This is an optimization exercise on Yosys and OpenROAD, whose aim is small area and a short achievable clock period, not a production implementation.

==> inputs of harbor <==
Design Integrator, start of the top module:
module Integrator
          (clk,
           reset,
           In,
           Out);
  input   clk;
  input   reset;
  input   signed [21:0] In;
  output  signed [21:0] Out;
  reg  [20:0] x1;    
  reg  [20:0] v;     
  reg         vc;    
  reg  [21:0] y1;    
  reg  [21:0] y2;    
  wire [20:0] x = In[20:0];
  wire ts0, tc0;
  Integrator_fa u_fa0 (.a(1'b1), .b(~v[1]), .c(~v[5]), .s(ts0), .co(tc0));
  wire ts1, tc1;
  Integrator_fa u_fa1 (.a(~v[2]), .b(~v[6]), .c(tc0), .s(ts1), .co(tc1));
  wire ts2, tc2;
  Integrator_fa u_fa2 (.a(~v[0]), .b(~v[3]), .c(~v[7]), .s(ts2), .co(tc2));
  wire ts3, tc3;
  Integrator_fa u_fa3 (.a(1'b1), .b(~v[1]), .c(~v[4]), .s(ts3), .co(tc3));
  wire ts4, tc4;
  Integrator_fa u_fa4 (.a(~v[8]), .b(tc2), .c(ts3), .s(ts4), .co(tc4));
  wire ts5, tc5;
  Integrator_fa u_fa5 (.a(v[0]), .b(~v[2]), .c(~v[5]), .s(ts5), .co(tc5));
  wire ts6, tc6;
  Integrator_fa u_fa6 (.a(~v[9]), .b(tc3), .c(ts5), .s(ts6), .co(tc6));
  wire ts7, tc7;
  Integrator_fa u_fa7 (.a(v[1]), .b(~v[10]), .c(~v[3]), .s(ts7), .co(tc7));
  wire ts8, tc8;
  Integrator_fa u_fa8 (.a(~v[6]), .b(tc5), .c(ts7), .s(ts8), .co(tc8));
  wire ts9, tc9;
  Integrator_fa u_fa9 (.a(v[2]), .b(vc), .c(x1[0]), .s(ts9), .co(tc9));
  wire ts10, tc10;
  Integrator_fa u_fa10 (.a(~v[11]), .b(~v[4]), .c(~v[7]), .s(ts10), .co(tc10));
  wire ts11, tc11;
  Integrator_fa u_fa11 (.a(tc7), .b(ts10), .c(ts9), .s(ts11), .co(tc11));
  wire ts12, tc12;
  Integrator_fa u_fa12 (.a(v[3]), .b(vc), .c(x1[1]), .s(ts12), .co(tc12));
  wire ts13, tc13;
  Integrator_fa u_fa13 (.a(~v[12]), .b(~v[5]), .c(~v[8]), .s(ts13), .co(tc13));
  wire ts14, tc14;
  Integrator_fa u_fa14 (.a(tc10), .b(tc9), .c(ts12), .s(ts14), .co(tc14));
  wire ts15, tc15;
  Integrator_fa u_fa15 (.a(ts13), .b(tc11), .c(ts14), .s(ts15), .co(tc15));
  wire ts16, tc16;
  Integrator_fa u_fa16 (.a(v[4]), .b(vc), .c(x1[2]), .s(ts16), .co(tc16));
  wire ts17, tc17;
  Integrator_fa u_fa17 (.a(~v[13]), .b(~v[6]), .c(~v[9]), .s(ts17), .co(tc17));
  wire ts18, tc18;
  Integrator_fa u_fa18 (.a(tc12), .b(tc13), .c(ts16), .s(ts18), .co(tc18));
  wire ts19, tc19;
  Integrator_fa u_fa19 (.a(ts17), .b(tc14), .c(ts18), .s(ts19), .co(tc19));
  wire ts20, tc20;
  Integrator_fa u_fa20 (.a(v[5]), .b(vc), .c(x1[3]), .s(ts20), .co(tc20));
  wire ts21, tc21;
  ...
clock: 14.0 ns
lec_check: 0
cap_margin: 20
core_margin: 2
core_utilization: 40
cts_buf_list: sky130_fd_sc_hd__clkbuf_4 sky130_fd_sc_hd__clkbuf_8
cts_cluster_diameter: 100
cts_cluster_size: 30
setup_slack_margin: 4
slew_margin: 20
synth_hierarchical: 1
synth_minimum_keep_size: 0
standard.sh (not shown) runs the stock make flow with config.mk's settings and CLKGATE_MAP_FILE= SYNTH_SCRIPT=/design/flow/synth_recipe.tcl, a recipe that flattens the netlist after the stock synthesis.
==> flow/flow/run.sh <==
#!/bin/bash
# Layout flow: the standard synthesis and ORFS layout (standard.sh) with two
# changes to how the layout is made:
#  - the input and output ports get plain buffer cells (buffer_ports
#    -buffer_cell) instead of the delay cells buffer_ports picks by itself;
#  - clock tree synthesis adds no dummy loads (-dont_use_dummy_load); the
#    other CTS arguments are the ones ORFS builds from config.mk.
# Each step's full output goes to a log file here (ORFS keeps its own per-step
# logs under orfs/logs).
set -euo pipefail
export BUFFER_PORTS_ARGS="-buffer_cell sky130_fd_sc_hd__buf_1"
export CTS_ARGS="-sink_clustering_enable -repair_clock_nets -sink_clustering_size 30 -sink_clustering_max_diameter 100 -buf_list {sky130_fd_sc_hd__clkbuf_4 sky130_fd_sc_hd__clkbuf_8} -dont_use_dummy_load"
bash standard.sh synth > run_synth.log 2>&1
bash standard.sh > run_layout.log 2>&1
==> inputs of raven, as changes to harbor <==
--- a/flow/flow/run.sh
+++ b/flow/flow/run.sh
@@ -10,3 +10,3 @@
 set -euo pipefail
-export BUFFER_PORTS_ARGS="-buffer_cell sky130_fd_sc_hd__buf_1"
+export BUFFER_PORTS_ARGS="-buffer_cell sky130_fd_sc_hd__buf_2"
 export CTS_ARGS="-sink_clustering_enable -repair_clock_nets -sink_clustering_size 30 -sink_clustering_max_diameter 100 -buf_list {sky130_fd_sc_hd__clkbuf_4 sky130_fd_sc_hd__clkbuf_8} -dont_use_dummy_load"
==> run summary <==
item                                                             harbor           raven
Result of the run                                        finished clean  finished clean
Met1 layer wirelength in the final routing                     5.584 mm        5.510 mm
HPWL after DPL                                                 11.08 mm        11.06 mm
Share of cells above drive strength 1                            6.122%          13.61%
Fraction of met3 tracks used by global routing                   3.628%          3.477%
Highest clock rate                                            105.0 MHz       106.1 MHz
Final estimated routing congestion in global placement           0.8635          0.8632
Overall routed net length                                      12.71 mm        12.67 mm
Setup Slack @ Placement                                        4.499 ns        4.582 ns
Met2 wire length                                               6.408 mm        6.502 mm
Crit path DAT                                                   6.73 ns         6.62 ns
Met1 routing resource usage after global routing                 22.01%          21.75%
Total routing resource utilization after global routing          16.30%          16.15%
Placed Area                                                   7057 um^2       7112 um^2
DR WL met3                                                       463 um          515 um
No run of this note included a check of the RTL's function; only the layout flow was run.

afterwards: timing with drivers on the ports:
No port has a modelled driver above. Below, the same layouts with a new extraction and two added sets of constraints.
Step 1 sets driving cells, clkbuf_16 on the clock port and buf_2 on the other inputs (assumed; they add their load-dependent delay and slew).
Step 2 also shifts input and output timing later by t, the mid clock arrival at the registers, as if the neighbouring blocks saw the same clock.
Slacks: ideal ports / drivers / drivers and shift; pairs: ideal ports / drivers.
| run | t, ns | setup WS [ns] | worst setup path after step 2 | cell pins on the clock port's net |
|---|---|---|---|---|
| harbor | 0.406 | 4.474 / 4.446 / 4.446 | input to output | 1 |
| raven | 0.411 | 4.578 / 4.557 / 4.557 | input to output | 1 |
After both steps setup and hold are still met in every run listed. For harbor, which loses most, drivers alone change the setup slack by -0.028 ns; drivers and shift together by -0.028 ns.
